What follows belongs to an exercise in optimizing a design on an open flow for small area and a short achievable clock period; a production flow would make more cautious choices.
The RTL was checked by simulation tests, not by an equivalence proof against the original design.

[flow/run.sh]
#!/bin/bash
# synth_recipe.tcl (not shown) runs the flow's synth.tcl, then flattens the netlist and writes it again
# the make line also repeats each setting of config.mk as NAME=value (left out here)
make -C /OpenROAD-flow-scripts/flow DESIGN_CONFIG=/design/flow/config.mk WORK_HOME=/design/flow/orfs CLKGATE_MAP_FILE= SYNTH_SCRIPT=/design/flow/synth_recipe.tcl finish
[flow/config.mk]
export PLATFORM = sky130hd
export DESIGN_NAME = spi_regs
export DESIGN_NICKNAME = spi_regs
export VERILOG_FILES = /design/flow/design.v
export SDC_FILE = /design/flow/constraint.sdc
export NUM_CORES = 4
export LEC_CHECK = 0
export CAP_MARGIN = 20
export CORE_MARGIN = 2
export CORE_UTILIZATION = 40
export SLEW_MARGIN = 20
[flow/constraint.sdc]
create_clock -name core_clock -period 110.0 [get_ports {clk}]
set_input_delay 22.0000 -clock core_clock [delete_from_list [all_inputs] [get_ports {clk}]]
set_output_delay 22.0000 -clock core_clock [all_outputs]
set_load 0.01 [all_outputs]
[flow/design.v]
module SPI_BaudRate_Generator (
    input wire clk,              
    input wire rst,              
    input wire [7:0] spibr,      
    input wire [31:0] bus_clock,  
    output reg [31:0] baud_rate  
);
    wire [2:0] sppr;  
    wire [2:0] spr;   
    reg [31:0] baud_rate_divisor;
    assign sppr = spibr[6:4];  
    assign spr  = spibr[2:0];  
    always @(posedge clk or posedge rst) begin
        if (rst) begin
            baud_rate_divisor <= 32'd2;  
            baud_rate <= 32'd0;  
        end
        else begin
            baud_rate_divisor <= (sppr + 1) * (2 ** (spr + 1));
            baud_rate <= bus_clock / baud_rate_divisor;
        end
    end
endmodule
module SPI_Control_Registers (
    input wire clk,
    input wire rst,
    input wire [7:0] ctrl_reg1,   
    input wire [7:0] ctrl_reg2,   
    output reg spie, spe, sptie, mstr, cpol, cpha, ssoe, lsbfe,  
    output reg modfen, bidiroe, spiswai, spc0   
);
    always @(posedge clk or posedge rst) begin
        if (rst) begin
            spie   <= 1'b0;
            spe    <= 1'b0;
            sptie  <= 1'b0;
            mstr   <= 1'b0;
            cpol   <= 1'b0;
            cpha   <= 1'b1;  
            ssoe   <= 1'b0;
            lsbfe  <= 1'b0;
            modfen <= 1'b0;
            bidiroe<= 1'b0;
            spiswai<= 1'b0;
            spc0   <= 1'b0;
        end 
        else begin
            spie   <= ctrl_reg1[7];  
            spe    <= ctrl_reg1[6];  
            sptie  <= ctrl_reg1[5];  
            mstr   <= ctrl_reg1[4];  
            cpol   <= ctrl_reg1[3];  
            cpha   <= ctrl_reg1[2];  
            ssoe   <= ctrl_reg1[1];  
            lsbfe  <= ctrl_reg1[0];  
            modfen <= ctrl_reg2[4];  
            bidiroe<= ctrl_reg2[3];  
            spiswai<= ctrl_reg2[1];  
            spc0   <= ctrl_reg2[0];  
        end
    end
endmodule
module SPI_Status_Register (
    input clk, rst,
    input [7:0] SPIDR,           
    input SPTEF,                  
    input SPIF,                   
    input MODF,                   
    input SPISR_read,             
    output reg SPTEF_int,         
    output reg SPIF_int,          
    output reg MODF_int           
);
    always @(posedge clk or posedge rst) begin
        if (rst) begin
            SPTEF_int <= 0;
            SPIF_int <= 0;
            MODF_int <= 0;
        end else begin
            if (SPTEF) begin
                SPTEF_int <= 1;
            end else if (SPISR_read) begin
                SPTEF_int <= 0;
            end
            if (SPIF) begin
                SPIF_int <= 1;
            end else if (SPISR_read) begin
                SPIF_int <= 0;
            end
            if (MODF) begin
                MODF_int <= 1;
            end else if (SPISR_read) begin
                MODF_int <= 0;
            end
        end
    end
endmodule
module spi_regs (
    input  wire        clk,
    input  wire        rst,
    input  wire [7:0]  ctrl_reg1,
    input  wire [7:0]  ctrl_reg2,
    input  wire [7:0]  spibr,
    input  wire [31:0] bus_clock,
    input  wire [7:0]  SPIDR,
    input  wire        SPTEF,
    input  wire        SPIF,
    input  wire        MODF,
    input  wire        SPISR_read,
    output wire        spie, spe, sptie, mstr, cpol, cpha, ssoe, lsbfe,
    output wire        modfen, bidiroe, spiswai, spc0,
    output wire [31:0] baud_rate,
    output wire        SPTEF_int,
    output wire        SPIF_int,
    output wire        MODF_int
);
    SPI_Control_Registers u_ctrl (
        .clk(clk), .rst(rst),
        .ctrl_reg1(ctrl_reg1), .ctrl_reg2(ctrl_reg2),
        .spie(spie), .spe(spe), .sptie(sptie), .mstr(mstr),
        .cpol(cpol), .cpha(cpha), .ssoe(ssoe), .lsbfe(lsbfe),
        .modfen(modfen), .bidiroe(bidiroe), .spiswai(spiswai), .spc0(spc0)
    );
    SPI_BaudRate_Generator u_baud (
        .clk(clk), .rst(rst),
        .spibr(spibr), .bus_clock(bus_clock),
        .baud_rate(baud_rate)
    );
    SPI_Status_Register u_stat (
        .clk(clk), .rst(rst),
        .SPIDR(SPIDR), .SPTEF(SPTEF), .SPIF(SPIF), .MODF(MODF),
        .SPISR_read(SPISR_read),
        .SPTEF_int(SPTEF_int), .SPIF_int(SPIF_int), .MODF_int(MODF_int)
    );
endmodule
==> results of run 1 <==
area by class of cell:
| cell class | instances | area (sq um) |
|---|---|---|
| Clock buffer | 10 | 229 |
| Clock inverter | 6 | 88.8 |
| Fill cell | 7029 | 35200 |
| Inverter | 172 | 671 |
| Multi-Input combinational cell | 3539 | 26000 |
| Sequential cell | 68 | 1700 |
| Tap cell | 940 | 1180 |
| Timing Repair Buffer | 657 | 5230 |
| Timing Repair inverter | 1 | 7.51 |
layer usage:
metal / vias to the layer above / wire length (um) / track usage [%]
li1: 15560 / - / -
met1: 14048 / 44800 / 34.4
met2: 558 / 40900 / 40.2
met3: 77 / 3740 / 1.86
met5: - / 0 / 0
met4: 0 / 1340 / 4.65
cell usage in the layout, fill, tap and decap left out, drive strengths merged, types with 38 or more instances in the layout:
master,Yosys,layout
a31oi,38,38
xor2,94,94
o21a,174,174
a21oi,276,276
nor2b,52,52
ha,488,488
nor2,363,363
o211ai,46,46
o31ai,102,102
inv,169,166
xnor2,165,165
dfrtp,66,66
or3,50,50
nand3,85,85
nand2,374,374
nand2b,39,39
clkdlybuf4s50,0,102
a21o,122,122
mux2,131,131
o21ai,205,205
nor3,187,187
buf,26,555
kinds of logic after synthesis:
logic type | count (synthesis) | share of synthesized area (%)
simple gates | 1365 | 23.4
compound gates | 1213 | 29.3
fa+ha+maj | 518 | 23.5
buf+inv | 278 | 3.84
xor+xnor | 259 | 7.97
mux | 152 | 5.99
flops | 68 | 5.99
other cells | 2 | 0.0264
worst min-delay path by stage:
stage	from	slack, ps	endpoint
after floorplan	u_stat.MODF_int$_DFFE_PP0P_	520	u_stat.MODF_int$_DFFE_PP0P_
after global placement	u_stat.SPIF_int$_DFFE_PP0P_	460	u_stat.SPIF_int$_DFFE_PP0P_
after detailed placement	u_stat.MODF_int$_DFFE_PP0P_	470	u_stat.MODF_int$_DFFE_PP0P_
after CTS	u_stat.MODF_int$_DFFE_PP0P_	480	u_stat.MODF_int$_DFFE_PP0P_
after global routing	u_stat.MODF_int$_DFFE_PP0P_	500	u_stat.MODF_int$_DFFE_PP0P_
final	u_stat.MODF_int$_DFFE_PP0P_	480	u_stat.MODF_int$_DFFE_PP0P_
through the flow:
stage	setup WS, ps	hold slack [ps]	util, %
6_report	6130	476	49.9
5_1_grt	-68.5	500	49.9
4_1_cts	3190	482	49.5
3_5_place_dp	3190	468	49.0
3_3_place_gp	3380	463	49.0
2_1_floorplan	6140	520	-
what timing repair did:
item                                   4_1_cts  5_1_grt
setup buffers                                0       10
endpoints found under the hold margin        0        0
setup endpoints to repair                    0        2
gates resized for setup                      0       47
==> summary.md, run 1 <==
| Metric | Value |
|---|---|
| Outcome | finished clean |
| Start point of the critical path | bus_clock[31] |
| Design area | between 30000 and 40000 sq um |
| Largest net degree at the start of global routing | 53 |
| Global Route Usage Sum | between 20% and 30% |
| Reg with most FFs | u_baud.baud_rate |
| Cell family with most CP delay | compound AO/OA/AOI/OAI gates |
| Synth area leader | ha_1 |
| Final period util | 94.4% |
| Critical Path RT | 110260 ps |
| Max Cap Violations | 0 |
| Synth Cell Area | approximately 28000 sq um |
| Worst slew margin | 31.2% |
| Worst Hold Class | register to register |
| Yosys top cell area share | roughly 21% |
| Biggest registers after layout | u_baud.baud_rate (32), u_baud.baud_rate_divisor (21) |
| Via-per-instance ratio | around 5.6 |
| Final Skew | about 25 ps |
| Placement Cell Area | 34500 sq um |
| First-pass DRT Iterations | 7 |
| Worst-margin pin slew | ~1000 ps |
| Most instantiated cells after synthesis | ha_1, nand2_1, nor2_1 |
| PortBufs | between 100 and 150 |
| DRT iter0 DRCs | around 1900 |
| Hold depth | 1 |
| Fin crit period | a little over 100000 ps |
| DR WL/cell | ~17 um |
| Yosys Warn Count | 3 |
| Detailed-route via count | around 30000 |
| First-pass GRT wire length | 147000 um |
| Clock Pin Slew Worst Setup and Hold Paths | 80 ps |
| Setup_tns | 0 ps |
| CTS sink cnt | about 70 |
| Rows | between 90 and 100 |
| Final Setup Violations | 0 |
| Initial antenna violation count | 0 |
| Initial core utilization | 40.5% |
| Reg-to-Reg Start | u_baud.baud_rate_divisor[20]$_DFF_PP0_ |
| Drt total wl | ~91000 um |
| Antenna-violating nets left | 0 |
| Crit path kind | primary input to register |
| Fraction of layout cells with a size suffix above 1 | around a fifth |
| Fmax | just under 10 MHz |
| Most numerous cell in the Yosys netlist | ha_1 |
| Async SR Flop Fraction | between 90% and 100% |
| Total congestion overflow | 0 |
| Placed Cells | between 5000 and 6000 |
| Worst flop-to-flop path endpoint | u_baud.baud_rate[0]$_DFF_PP0_ |
| Synth area leaders | ha_1, dfrtp_1, xnor2_1 |
| Die W | 271 um |
| Hold Vio Cnt, Final | 0 |
| Worst Path Buf+Inv | 43 |
| Critical path launch point type | primary input |
| CTS tree | built |
| Die area | ~73000 sq um |
| IO Count | 117 |
| Worst-path fanout max | 22 |
| Seq/Total Area, Yosys | between 5 and 6% |
| Final HPWL DP | 73600 um |
| CP Capture Type | register |
| Flops & latches, synth | a little under 70 |
| Core ar. | ~70000 sq um |
| RePlAce Congestion | between 0.9 and 1 |
| Critical Path Sink | u_baud.baud_rate[0]$_DFF_PP0_ |
| Layout Cells excl Fill | approximately 5400 |
| Flop2flop setup slack | around 27000 ps |
| Worst stage delay on the critical path | between 400 and 500 ps |
| CTS buffer count | 9 |
| Slew Limit Fails | 0 |
| Synthesized netlist cell count | 3855 |
| Area growth, synth to finish | 23.3% |
| Final layout net count | 5034 |
| Crit-path slowest cell | clkdlybuf4s50_1 |
| Vias in the first global route | 28373 |
| # hold bufs at CTS | 0 |
| FF-to-FF path depth | roughly 390 |
| EDFF count, synth | 0 |
| Largest register FFs | 32 |
| Clk Latency, worst-skew pair | between 300 and 400 ps |
| Cell depth of the worst setup path | 391 |
| Main synth FF type | dfrtp_1 |
| CP arrival | ~100000 ps |
| CTS root buffer | clkbuf_16 |
| DRC viols | 0 |
| CP most frequent cell | o21a_1 |
| Library cells used by synthesis | between 100 and 150 |
| Syn avg cell area | 7.38 sq um |
| ANT cells | 0 |
| Htree depth | 3 |
| Die Ht | about 270 um |
| Clock Path Buffers | 2 |
==> inputs of run 2 (changes only) <==
--- a/flow/design.v
+++ b/flow/design.v
@@ -1,24 +1,98 @@
-module SPI_BaudRate_Generator (
-    input wire clk,              
-    input wire rst,              
-    input wire [7:0] spibr,      
-    input wire [31:0] bus_clock,  
-    output reg [31:0] baud_rate  
-);
-    wire [2:0] sppr;  
-    wire [2:0] spr;   
-    reg [31:0] baud_rate_divisor;
-    assign sppr = spibr[6:4];  
-    assign spr  = spibr[2:0];  
+module SPI_BaudRate_Generator #(
+    parameter K = 15
+) (
+    input wire clk,
+    input wire rst,
+    input wire [7:0] spibr,
+    input wire [31:0] bus_clock,
+    output wire [31:0] baud_rate
+);
+    localparam L = 31 - K;
+    reg [1:0] oc;
+    reg [3:0] ts;
+    reg [1:0] oc_n;
+    reg [3:0] ts_n;
+    always @(*) begin
+        case (spibr[6:4])
+            3'd0: begin oc_n = 2'd0; ts_n = {1'b0, spibr[2:0]};        end  
+            3'd1: begin oc_n = 2'd0; ts_n = {1'b0, spibr[2:0]} + 4'd1; end  
+            3'd2: begin oc_n = 2'd1; ts_n = {1'b0, spibr[2:0]};        end  
+            3'd3: begin oc_n = 2'd0; ts_n = {1'b0, spibr[2:0]} + 4'd2; end  
+            3'd4: begin oc_n = 2'd2; ts_n = {1'b0, spibr[2:0]};        end  
+            3'd5: begin oc_n = 2'd1; ts_n = {1'b0, spibr[2:0]} + 4'd1; end  
+            3'd6: begin oc_n = 2'd3; ts_n = {1'b0, spibr[2:0]};        end  
+            default: begin oc_n = 2'd0; ts_n = {1'b0, spibr[2:0]} + 4'd3; end  
+        endcase
+    end
     always @(posedge clk or posedge rst) begin
         if (rst) begin
-            baud_rate_divisor <= 32'd2;  
-            baud_rate <= 32'd0;  
-        end
-        else begin
-            baud_rate_divisor <= (sppr + 1) * (2 ** (spr + 1));
-            baud_rate <= bus_clock / baud_rate_divisor;
-        end
-    end
+            oc <= 2'd0;
+            ts <= 4'd0;
+        end else begin
+            oc <= oc_n;
+            ts <= ts_n;
+        end
+    end
+    function [3:0] dstep;  
+        input [2:0] r;
+        input b;
+        input [1:0] c;
+        reg [3:0] v, o;
+        begin
+            v = {r, b};
+            o = {1'b0, c, 1'b1};
+            if (v >= o) dstep = {1'b1, v[2:0] - o[2:0]};
+            else        dstep = {1'b0, v[2:0]};
+        end
+    endfunction
+    wire [30:0] y = bus_clock[31:1] >> ts;
+    reg [K-1:0] qh_n;
+    reg [2:0] rh_n;
+    reg [3:0] st;
+    integer i;
+    always @(*) begin
+        rh_n = 3'd0;
+        for (i = 0; i < K; i = i + 1) begin
+            st = dstep(rh_n, y[30 - i], oc);
+            qh_n[K - 1 - i] = st[3];
+            rh_n = st[2:0];
+        end
+    end
+    reg [K-1:0] qh;
+    always @(posedge clk or posedge rst) begin
+        if (rst) qh <= {K{1'b0}};
+        else     qh <= qh_n;
+    end
+    generate if (L > 0) begin : g_lo
+        reg [2:0] rh;
+        reg [1:0] oc_d;
+        reg [L-1:0] yl;
+        always @(posedge clk or posedge rst) begin
+            if (rst) begin
+                rh <= 3'd0;
+                oc_d <= 2'd0;
+                yl <= {L{1'b0}};
+            end else begin
+                rh <= rh_n;
+                oc_d <= oc;
+                yl <= y[L-1:0];
+            end
+        end
+        reg [L-1:0] ql;
+        reg [2:0] rl;
+        reg [3:0] sl;
+        integer j;
+        always @(*) begin
+            rl = rh;
+            for (j = 0; j < L; j = j + 1) begin
+                sl = dstep(rl, yl[L - 1 - j], oc_d);
+                ql[L - 1 - j] = sl[3];
+                rl = sl[2:0];
+            end
+        end
+        assign baud_rate = {1'b0, qh, ql};
+    end else begin : g_nolo
+        assign baud_rate = {1'b0, qh};
+    end endgenerate
 endmodule
 module SPI_Control_Registers (
==> run 2 against run 1 <==
Effect of this change:
- hold slack worse by 51 ps
- flip-flop and latch count is 11 lower
- global-route usage decreased by 5.5 points
- still clean
- first-iteration DRC count fell by 86%
- area after synthesis decreased by 72%
==> summary.md, run 2 <==
| Metric | Value |
|---|---|
| Final Skew | 11.7 ps (was 25.4 ps) |
| Worst stage delay on the critical path | 480 ps (was 490 ps) |
| Synth area leaders | dfrtp_1, ha_1, fa_1 (was ha_1, dfrtp_1, xnor2_1) |
| CP Capture Type | output pin (was register) |
| Fmax | 21.3 MHz (was 9.63 MHz) |
| Clock Path Buffers | 2 (unchanged) |
| RePlAce Congestion | 0.866 (was 0.928) |
| RSZ-0062 raised after global routing | false |
| Fraction of layout cells with a size suffix above 1 | 11.0% (was 19.4%) |
| Drt total wl | 18700 um (was 90800 um) |
| Die Ht | 145 um (was 271 um) |
| EDFF count, synth | 0 (unchanged) |
| Critical Path RT | 88000 ps (was 110260 ps) |
| Worst-margin pin slew | 857 ps (was 1020 ps) |
| Slew Limit Fails | 0 (unchanged) |
| Clock Pin Slew Worst Setup and Hold Paths | 60 ps (was 80 ps) |
| Biggest registers after layout | u_baud.g_lo.yl (16), u_baud.qh (15), u_baud.ts (4) (was u_baud.baud_rate (32), u_baud.baud_rate_divisor (21)) |
| Clk Latency, worst-skew pair | 350 ps (was 390 ps) |
| Setup bufs post-CTS | 0 (unchanged) |
| Most instantiated cells after synthesis | ha_1, nand2_1, inv_1 (was ha_1, nand2_1, nor2_1) |
| Area growth, synth to finish | 19.8% (was 23.3%) |
| Seq/Total Area, Yosys | 18.0% (was 5.99%) |
| Crit path kind | register to output pin (was primary input to register) |
| Final period util | 42.7% (was 94.4%) |
| Die W | 145 um (was 271 um) |
| Worst slew margin | 42.4% (was 31.2%) |
| PortBufs | 100 (was 102) |
| DRC viols | 0 (unchanged) |
| # hold bufs at CTS | 0 (unchanged) |
| DRT iter0 DRCs | 255 (was 1872) |
| Vias in the first global route | 6375 (was 28373) |
| CP arrival | 25020 ps (was 104130 ps) |
| Hold Vio Cnt, Final | 0 (unchanged) |
| Crit-path slowest cell | clkdlybuf4s50_1 (unchanged) |
| Fin util | 48.7% (was 49.9%) |
| First-pass DRT Iterations | 5 (was 7) |
| Rows | 51 (was 97) |
| Outcome | finished clean (unchanged) |
| CTS tree | built (unchanged) |
| Synthesized netlist cell count | 839 (was 3855) |
| Yosys Warn Count | 3 (unchanged) |
| Largest register FFs | 16 (was 32) |
| Final layout net count | 1127 (was 5034) |
| Critical path launch point type | register (was primary input) |
| Yosys top cell area share | 17.7% (was 21.5%) |
| Setup_tns | 0 ps (unchanged) |
| Total congestion overflow | 0 (unchanged) |
| Via-per-instance ratio | 5.36 (was 5.61) |
| Detailed-route via count | 6454 (was 30243) |
| CTS sink cnt | 57 (was 68) |
| Placement Cell Area | 9200 sq um (was 34500 sq um) |
| IO Count | 117 (unchanged) |
| Syn avg cell area | 9.43 sq um (was 7.38 sq um) |
| Most numerous cell in the Yosys netlist | ha_1 (unchanged) |
| Initial antenna violation count | 1 (was 0) |
| Hold WS | 425 ps (was 476 ps) |
| Fin crit period | 47020 ps (was 103870 ps) |
| Fillers | 1877 (was 7029) |
| CTS buffer count | 9 (unchanged) |
| DR WL/cell | 15.5 um (was 16.8 um) |
| Commonest non-fill, non-tap cell in the layout | clkdlybuf4s50_1 (was buf_4) |
| Max Cap Violations | 0 (unchanged) |
| Reg with most FFs | u_baud.g_lo.yl (was u_baud.baud_rate) |
| Synth Cell Area | 7920 sq um (was 28500 sq um) |
| Global Route Usage Sum | 18.7% (was 24.3%) |
| Worst-path fanout max | 30 (was 22) |
| Final HPWL DP | 14800 um (was 73600 um) |
| Antenna-violating nets left | 0 (unchanged) |
| Core ar. | 19500 sq um (was 70300 sq um) |
| Main synth FF type | dfrtp_1 (unchanged) |
| Async SR Flop Fraction | 100% (unchanged) |
| Design area | 9480 sq um (was 35100 sq um) |
| Final Setup Violations | 0 (unchanged) |
| Htree depth | 3 (unchanged) |
| Library cells used by synthesis | 97 (was 127) |
| Commonest non-fill, non-tap cells in the layout | clkdlybuf4s50_1, ha_1, nand2_1, inv_1, dfrtp_1 (was buf_4, ha_1, nand2_1, nor2_1, a21oi_1) |
| Resize count post-CTS | 0 (unchanged) |
| CP most frequent cell | ha_1 (was o21a_1) |
| ANT cells | 0 (unchanged) |
| First-pass GRT wire length | 31200 um (was 147000 um) |
| CTS root buffer | clkbuf_16 (unchanged) |
| Worst Hold Class | register to register (unchanged) |
| Flops & latches, synth | 57 (was 68) |
| Largest net degree at the start of global routing | 58 (was 53) |
| Synth area leader | dfrtp_1 (was ha_1) |
| Initial core utilization | 40.7% (was 40.5%) |
| Die area | 20900 sq um (was 73300 sq um) |
[run 2: metal layers]
metal | global-route usage (%) | vias up | wire [um]
met3 | 1.74 | 16 | 540
met2 | 33.4 | 91 | 9540
met5 | 0 | - | 8
met4 | 5.37 | 2 | 210
li1 | - | 3208 | -
met1 | 24.2 | 3137 | 8380
[run 2: area by class of cell]
cell class	instances	area, sq um	share of cell area, %
multi-input combinational	692	6130	64.7
inverter	67	251	2.65
clock inverter	7	61.3	0.647
timing repair buffer	107	1050	11.1
sequential	57	1430	15.1
clock buffer	9	225	2.38
tap	265	332	3.50
[run 2: final timing paths]
check,cells past startpoint,to,start,slack (ps)
max,107,baud_rate[0],u_baud.g_lo.oc_d[0]$_DFF_PP0_,62980
min,0,u_baud.g_lo.oc_d[1]$_DFF_PP0_,u_baud.oc[1]$_DFF_PP0_,430
min in group asynchronous,3,u_ctrl.spe$_DFF_PP0_,rst,22170
max in group asynchronous,3,u_baud.g_lo.yl[0]$_DFF_PP0_,rst,87330
max reg2reg,106,u_baud.g_lo.rh[1]$_DFF_PP0_,u_baud.ts[1]$_DFF_PP0_,87010
min reg2reg,0,u_baud.g_lo.oc_d[1]$_DFF_PP0_,u_baud.oc[1]$_DFF_PP0_,430
[run 2: kinds of logic after synthesis]
logic type,synth area share [%]
XOR/XNOR,6.53
flip-flops,18.0
buffers and inverters,4.51
multiplexers,12.9
AND/OR/NAND/NOR,15.2
other,0.0474
AO/OA/AOI/OAI,20.5
adder cells (fa/ha/maj),22.3
[run 2: stage by stage]
| stage | worst slack, ps | instances |
|---|---|---|
| after CTS | 62900 | 1204 |
| after floorplan | 65740 | 839 |
| after global routing | 60490 | 1204 |
| after global placement | 63520 | 1188 |
| final | 62980 | 1204 |
| after detailed placement | 63410 | 1188 |
[run 2: critical path: cells and delay by family, from the launching register on]
family,cells,cell delay (ps)
AOI/OAI and AO/OA,38,8050
and+or+nand+nor,25,5710
xor gates and xnor gates,11,2370
buffers and inverters,3,950
DFF,1,400
muxes,3,680
adders and majority gates,27,6450
==> inputs of run 3 (changes only) <==
--- a/flow/design.v
+++ b/flow/design.v
@@ -1,4 +1,4 @@
 module SPI_BaudRate_Generator #(
-    parameter K = 15
+    parameter K = 14
 ) (
     input wire clk,
@@ -34,14 +34,16 @@
         end
     end
-    function [3:0] dstep;  
+    function [3:0] dstep;
         input [2:0] r;
         input b;
         input [1:0] c;
-        reg [3:0] v, o;
+        reg d0, d1, w1, w2, q;
         begin
-            v = {r, b};
-            o = {1'b0, c, 1'b1};
-            if (v >= o) dstep = {1'b1, v[2:0] - o[2:0]};
-            else        dstep = {1'b0, v[2:0]};
+            d0 = r[0] ^ c[0] ^ ~b;
+            w1 = (~r[0] & c[0]) | (~r[0] & ~b) | (c[0] & ~b);
+            d1 = r[1] ^ c[1] ^ w1;
+            w2 = (~r[1] & c[1]) | (~r[1] & w1) | (c[1] & w1);
+            q = r[2] | ~w2;
+            dstep = {q, q ? {d1, d0, ~b} : {r[1:0], b}};
         end
     endfunction
--- a/flow/config.mk
+++ b/flow/config.mk
@@ -6,6 +6,8 @@
 export NUM_CORES = 4
 export LEC_CHECK = 0
+export ABC_AREA = 1
 export CAP_MARGIN = 20
 export CORE_MARGIN = 2
-export CORE_UTILIZATION = 40
+export CORE_UTILIZATION = 60
+export CTS_BUF_LIST = sky130_fd_sc_hd__clkbuf_4 sky130_fd_sc_hd__clkbuf_8
 export SLEW_MARGIN = 20
==> run 3 against run 2 <==
Effect of this change:
- maximum frequency is 8.6% higher
- critical endpoint unchanged
- final area fell by 15%
- first-iteration DRC count grew 28%
- hold slack better by 91 ps
- clock skew fell by 0.54 ps
- via count is 5.1% lower
- critical path depth decreased by 9
- still clean
==> summary.md, run 3 <==
| Metric | Value |
|---|---|
| Initial core utilization | 61.8% (was 40.7%) |
| IO Count | 117 (unchanged) |
| Biggest registers after layout | u_baud.g_lo.yl (17), u_baud.qh (14), u_baud.ts (4) (was u_baud.g_lo.yl (16), u_baud.qh (15), u_baud.ts (4)) |
| Most numerous cell in the Yosys netlist | nand2_1 (was ha_1) |
| CTS buffer count | 9 (unchanged) |
| Antenna-violating nets left | 0 (unchanged) |
| EDFF count, synth | 0 (unchanged) |
| Max Cap Violations | 0 (unchanged) |
| ANT cells | 0 (unchanged) |
| Fmax | 23.1 MHz (was 21.3 MHz) |
| Reg with most FFs | u_baud.g_lo.yl (unchanged) |
| Area growth, synth to finish | 19.0% (was 19.8%) |
| Resize count post-CTS | 0 (unchanged) |
| Crit-path slowest cell | dfrtp_1 (was clkdlybuf4s50_1) |
| Global Route Usage Sum | 26.0% (was 18.7%) |
| Fraction of layout cells with a size suffix above 1 | 14.1% (was 11.0%) |
| Die area | 12100 sq um (was 20900 sq um) |
| CP Capture Type | output pin (unchanged) |
| Die Ht | 110 um (was 145 um) |
| Initial antenna violation count | 0 (was 1) |
| Htree depth | 3 (unchanged) |
| Critical path launch point type | register (unchanged) |
| Async SR Flop Fraction | 100% (unchanged) |
| Worst stage delay on the critical path | 1010 ps (was 480 ps) |
| Worst-margin pin slew | 1010 ps (was 857 ps) |
| Die W | 110 um (was 145 um) |
| Most instantiated cells after synthesis | nand2_1, inv_1, nand3_1 (was ha_1, nand2_1, inv_1) |
| Clk Latency, worst-skew pair | 350 ps (about the same) |
| Vias in the first global route | 5898 (was 6375) |
| RSZ-0062 raised after global routing | false (unchanged) |
| Outcome | finished clean (unchanged) |
| Flops & latches, synth | 57 (unchanged) |
| Detailed-route via count | 6122 (was 6454) |
| Core ar. | 10900 sq um (was 19500 sq um) |
| Via-per-instance ratio | 5.31 (was 5.36) |
| Final layout net count | 1142 (was 1127) |
| Setup_tns | 0 ps (unchanged) |
| PortBufs | 100 (unchanged) |
| Final Setup Violations | 0 (unchanged) |
| DRC viols | 0 (unchanged) |
| Commonest non-fill, non-tap cell in the layout | nand2_1 (was clkdlybuf4s50_1) |
| Yosys Warn Count | 3 (unchanged) |
| CTS sink cnt | 57 (unchanged) |
| FF-to-FF path depth | 70 (was 106) |
| RePlAce Congestion | 0.916 (was 0.866) |
| Commonest non-fill, non-tap cells in the layout | nand2_1, inv_1, nand3_1, clkdlybuf4s50_1, o21ai_0 (was clkdlybuf4s50_1, ha_1, nand2_1, inv_1, dfrtp_1) |
| Slew Limit Fails | 0 (unchanged) |
| Final Skew | 11.2 ps (was 11.7 ps) |
| Worst-path fanout max | 17 (was 30) |
| Largest register FFs | 17 (was 16) |
| Hold depth | 2 (was 0) |
| Critical Path RT | 88000 ps (about the same) |
| First-pass DRT Iterations | 4 (was 5) |
| # hold bufs at CTS | 0 (unchanged) |
| Final HPWL DP | 12100 um (was 14800 um) |
| Hold Vio Cnt, Final | 0 (unchanged) |
| Drt total wl | 14800 um (was 18700 um) |
| Rows | 38 (was 51) |
| Synth area leader | dfrtp_1 (unchanged) |
| First-pass GRT wire length | 25100 um (was 31200 um) |
| Fillers | 880 (was 1877) |
| Crit path kind | register to output pin (unchanged) |
| Setup bufs post-CTS | 0 (unchanged) |
| Main synth FF type | dfrtp_1 (unchanged) |
| Synth area leaders | dfrtp_1, fa_1, nand2_1 (was dfrtp_1, ha_1, fa_1) |
| Worst slew margin | 32.9% (was 42.4%) |
| CTS tree | built (unchanged) |
| Synth Cell Area | 6760 sq um (was 7920 sq um) |
| Library cells used by synthesis | 43 (was 97) |
| Syn avg cell area | 7.37 sq um (was 9.43 sq um) |
| CTS root buffer | clkbuf_8 (was clkbuf_16) |
| Seq/Total Area, Yosys | 21.1% (was 18.0%) |
| Clock Pin Slew Worst Setup and Hold Paths | 70 ps (was 60 ps) |
| Yosys top cell area share | 20.7% (was 17.7%) |
| Final period util | 39.4% (was 42.7%) |
| Clock Path Buffers | 2 (unchanged) |
| DRT iter0 DRCs | 326 (was 255) |
| Synthesized netlist cell count | 917 (was 839) |
| Fin crit period | 43290 ps (was 47020 ps) |
| Largest net degree at the start of global routing | 58 (unchanged) |
| DR WL/cell | 12.8 um (was 15.5 um) |
| Total congestion overflow | 0 (unchanged) |
| CP arrival | 21290 ps (was 25020 ps) |
| Worst Hold Class | register to register (unchanged) |
run 3: critical path: cells and delay by family, from the launching register on:
| kind | cells | cell delay (ps) |
|---|---|---|
| flops | 1 | 1010 |
| buf+inv | 18 | 2040 |
| simple gates | 49 | 5660 |
| fa+ha+maj | 31 | 12140 |
run 3: cells by family (layout without fill, tap and decap cells):
family	after synthesis	count (layout)	share of synthesized area, %
AND/OR/NAND/NOR	541	541	41.8
buffers and inverters	145	242	8.15
AO/OA/AOI/OAI	90	90	7.81
adder cells (fa/ha/maj)	63	63	18.2
flip-flops	57	57	21.1
XOR/XNOR	10	10	1.30
multiplexers	10	10	1.55
other	1	1	0.0555
run 3: layout make-up:
type / count / area, sq um / share of cell area, %
multi-input combinational: 715 / 4780 / 59.4
inverter: 122 / 458 / 5.69
tap: 140 / 175 / 2.18
sequential: 57 / 1430 / 17.7
clock buffer: 9 / 124 / 1.54
timing repair buffer: 104 / 1030 / 12.8
clock inverter: 7 / 47.5 / 0.591
run 3: routing by layer:
metal  wire length, um  vias to the layer above  GRT usage (%)
li1                  -                     3083              -
met1              6250                     2878           31.3
met2              7560                      144           47.5
met3               805                       17           5.17
met4               180                        0           6.70
met5                 0                        -              0
run 3: worst paths after layout:
kind | to | from | slack [ps]
setup reg to reg | u_baud.g_lo.rh[2]$_DFF_PP0_ | u_baud.ts[3]$_DFF_PP0_ | 91750
max in group asynchronous | u_baud.g_lo.yl[0]$_DFF_PP0_ | rst | 87330
setup / recovery | baud_rate[0] | u_baud.g_lo.oc_d[1]$_DFF_PP0_ | 66710
hold / removal | u_stat.SPTEF_int$_DFFE_PP0P_ | u_stat.SPTEF_int$_DFFE_PP0P_ | 520
min in group asynchronous | u_ctrl.lsbfe$_DFF_PP0_ | rst | 22180
hold reg to reg | u_stat.SPTEF_int$_DFFE_PP0P_ | u_stat.SPTEF_int$_DFFE_PP0P_ | 520
run 3: per-stage QoR:
step | area [sq um] | hold slack [ps] | worst slack [ps] | instances | util [%]
floorplan | 6760 | 543 | 69160 | 917 | -
global placement | 7870 | 504 | 67560 | 1138 | 72.0
detailed placement | 7870 | 509 | 67000 | 1138 | 72.0
CTS | 8040 | 520 | 66560 | 1154 | 73.6
global route | 8040 | 543 | 65160 | 1154 | 73.6
finish | 8040 | 516 | 66710 | 1154 | 73.6

-- re-timing with driven ports --
The results above use ideal ports. As a check the final layouts listed here were re-extracted and re-timed, cells and wires unchanged. Step 1 (the two cells are an assumption about what drives the block):
set clk [get_ports {clk}]
set_driving_cell -lib_cell sky130_fd_sc_hd__clkbuf_16 $clk
set_driving_cell -lib_cell sky130_fd_sc_hd__buf_2 [delete_from_list [all_inputs] $clk]
Step 2 adds t to the input delays and takes it off the output delays; t is the mean of the earliest and latest rising clock arrival at the registers after step 1. Input paths then give back, and output paths get back, about the clock's delay inside the block. Slacks: ideal / step 1 / step 2; pairs: ideal / step 1.
run	t, ns	setup WS [ns]	worst setup path after step 2
run 1	0.440	6.131 / 6.172 / 5.732	input to register
run 2	0.383	62.978 / 62.940 / 63.323	register to output
run 3	0.379	66.706 / 66.673 / 67.052	register to output
After both steps setup and hold are still met in every run listed. For run 1, which loses most, drivers alone change the setup slack by +0.041 ns; drivers and shift together by -0.399 ns.
